From an optimization exercise on the open Yosys and OpenROAD flow, aimed at small area; shortcuts taken in it are not production practice.
No functional check of the RTL was part of any run shown here.

## flow/design.v (module list and top-level ports; edited modules follow where they fit)
// module bankmachine_0: 553 lines
// module bankmachine_1: 553 lines
// module bankmachine_2: 553 lines
// module bankmachine_3: 553 lines
// module bankmachine_4: 553 lines
// module bankmachine_5: 553 lines
// module bankmachine_6: 553 lines
// module bankmachine_7: 553 lines
// module refresher_pos_8: 177 lines
// module multiplexer_b8: 2971 lines
// module crossbar_2ports: 3890 lines
// module DFIAdapter: 1896 lines
// module tapped_delay_line32: 16 lines
// module mc_core: 1125 lines
module mc_core(
	input wire clk,
	input wire rst,
    input wire cmd_valid,
	output wire cmd_ready,
	input wire cmd_first,
	input wire cmd_last,
	input wire cmd_payload_mw,
	input wire cmd_payload_we,
	input wire [25:0] cmd_payload_addr,
	input wire wdata_valid,
	output wire wdata_ready,
	input wire wdata_first,
	input wire wdata_last,
	input wire [255:0] wdata_payload_data,
	input wire [31:0] wdata_payload_we,
	output wire rdata_valid,
	input wire rdata_ready,
	input wire rdata_first,
	input wire rdata_last,
	output wire [255:0] rdata_payload_data,
	input wire cmd_valid_1,
	output wire cmd_ready_1,
	input wire cmd_first_1,
	input wire cmd_last_1,
	input wire cmd_payload_mw_1,
	input wire cmd_payload_we_1,
	input wire [25:0] cmd_payload_addr_1,
	input wire wdata_valid_1,
	output wire wdata_ready_1,
	input wire wdata_first_1,
	input wire wdata_last_1,
	input wire [255:0] wdata_payload_data_1,
	input wire [31:0] wdata_payload_we_1,
	output wire rdata_valid_1,
	input wire rdata_ready_1,
	input wire rdata_first_1,
	input wire rdata_last_1,
	output wire [255:0] rdata_payload_data_1,
    output wire dfi_lpddr4_if_dfi_cs_0,
    output wire [5:0] dfi_lpddr4_if_dfi_ca_0,
    output wire dfi_lpddr4_if_dfi_cke_0,
    output wire dfi_lpddr4_if_dfi_odt_0,
    output wire dfi_lpddr4_if_dfi_reset_n_0,
    output wire dfi_lpddr4_if_dfi_act_n_0,
    output wire [63:0] dfi_lpddr4_if_dfi_wrdata_0,
    output wire [7:0] dfi_lpddr4_if_dfi_wrdata_mask_0,
  // ...
==> flow/run.sh <==
#!/bin/bash
# synth_recipe.tcl (not shown) runs the flow's synth.tcl, then flattens the netlist and writes it again
# the make line also repeats each setting of config.mk as NAME=value (left out here)
make -C /OpenROAD-flow-scripts/flow DESIGN_CONFIG=/design/flow/config.mk WORK_HOME=/design/flow/orfs CLKGATE_MAP_FILE= SYNTH_SCRIPT=/design/flow/synth_recipe.tcl finish
==> flow/config.mk <==
export PLATFORM = sky130hd
export DESIGN_NAME = mc_core
export DESIGN_NICKNAME = mc_core
export VERILOG_FILES = /design/flow/design.v
export SDC_FILE = /design/flow/constraint.sdc
export NUM_CORES = 4
export LEC_CHECK = 0
export CAP_MARGIN = 20
export CORE_AREA = 10 10 710 710
export DIE_AREA = 0 0 720 720
export SLEW_MARGIN = 20
==> flow/constraint.sdc <==
create_clock -name core_clock -period 10.0 [get_ports {clk}]
set_input_delay 2.0000 -clock core_clock [delete_from_list [all_inputs] [get_ports {clk}]]
set_output_delay 2.0000 -clock core_clock [all_outputs]
set_load 0.01 [all_outputs]
==> impl_metrics.json, run 1 <==
{
  "outcome": "complete, no violations",
  "crit_chain": "clkdlybuf4s50_1 > mux4_2 > inv_1 > o21ai_0 > nand2_1 > o21ai_0 > a21oi_1 > a21oi_1 > o31ai_1 > nand2_1 > nor2_1 > buf_4 > inv_1 > ha_4 > buf_12 > a22oi_1 > buf_4 > or2_2 > clkdlybuf4s50_1",
  "port_buffers": 1147,
  "finalSetupViolCount": 0,
  "die_h_um": 720,
  "fin_util_pct": 26.2,
  "startpoint": "crb_WRITE_LATENCY_cfg[2]",
  "yosysMostFrequentCell": "nor2_1",
  "r2r_slack_ps": 3270,
  "initial_core_util_pct": 21.0,
  "syn_inst": 11499,
  "path_delay_family": "buffers and inverters",
  "ff2ff_path_depth": 20,
  "flops_and_latches": 1948,
  "drt.antenna.violating_nets": 0,
  "timing.hold.ws_ps": 394,
  "place_congestion": 1.05,
  "final_cell_mix": "nor2_1 (1,558), dfxtp_1 (1,536), clkdlybuf4s50_1 (1,014)",
  "busiest_layer": "met2",
  "io-pin-count": 1962,
  "drive_gt1_share_pct": 11.1,
  "instances_no_fill": 18860,
  "p_comb_uw": 3740,
  "clkLatencyLatePin_ps": 1030,
  "hold_viol_final": 0,
  "clkSinkCount": 1948
}
==> inputs of run 2 (changes only) <==
--- a/flow/config.mk
+++ b/flow/config.mk
@@ -7,5 +7,6 @@
 export LEC_CHECK = 0
+export ABC_AREA = 1
 export CAP_MARGIN = 20
-export CORE_AREA = 10 10 710 710
-export DIE_AREA = 0 0 720 720
+export CORE_MARGIN = 2
+export CORE_UTILIZATION = 60
 export SLEW_MARGIN = 20
==> impl_metrics.json, run 2 <==
{
  "yosysTopAreaCell": "dfxtp_1",
  "synth_top_family_by_area": "simple AND/OR/NAND/NOR gates",
  "syn_area_per_cell_sq_um": 7.28,
  "initial_core_util_pct": 60.4,
  "die_w_um": 423,
  "ys_warn_count": 15,
  "synthAdderAreaFrac_pct": 3.27,
  "yosys.area_share.simple_pct": 24.3,
  "synthTopCellsByArea": "dfxtp_1 (29%), nand2_1 (12%), edfxtp_1 (12%)",
  "syn_inst": 14453,
  "synthXorXnorAreaFrac_pct": 4.46,
  "synth.cell_area_sq_um": 105000,
  "lastStage": "I/O pin placement (3_2_place_iop)",
  "error_line": "[ERROR PPL-0024] Number of IO pins (1962) exceeds maximum number of available positions (1530). Increase the die perimeter from 1690.50um to 2668.32um.",
  "synth_seq_cells": 1948,
  "outcome": "aborted with a tool error",
  "die_h_um": 423,
  "synth.mux.area_fraction_pct": 0.277,
  "rows": 153,
  "synth_compound_area_share_pct": 15.3,
  "async_flop_share_pct": 0,
  "ys_types": 79,
  "synth_edf_count": 404,
  "synth_ff_type": "dfxtp_1",
  "ys_seq_area_share_pct": 40.9,
  "synth_top_area_share_pct": 29.4,
  "yosysMostFrequentCell": "nand2_1",
  "synth.top_cells.by_count": "nand2_1 (3,346), nor2_1 (1,667), dfxtp_1 (1,544)"
}
run 2: cells by family after synthesis:
group,after synthesis
buffers and inverters,2627
AO/OA/AOI/OAI,2878
AND/OR/NAND/NOR,6193
flip-flops,1948
adder cells (fa/ha/maj),242
other,1
multiplexers,29
XOR/XNOR,535

afterwards: timing with drivers on the ports:
How much do the figures lean on ideal ports? The routed layout below was timed once more, with nothing changed but the port constraints.
Step 1: set_driving_cell puts a clkbuf_16 on clk and a buf_2 on each other input, an assumption about the parent block.
Step 2 times the ports against the registers' clock, not the clock port: input delays grow and output delays shrink by t, the midpoint of the rising clock arrivals with the driver on.
a / b / c = ideal ports / drivers / drivers and shift; a / b = the first two.
run: run 1
shift t [ns]: 1.052
setup WS [ns]: 0.669 / 0.609 / 0.329
clock arrival spread, ns: 0.165 / 0.165
After both steps run 1 still meets setup and hold. For run 1, drivers alone change the setup slack by -0.060 ns; drivers and shift together by -0.340 ns.
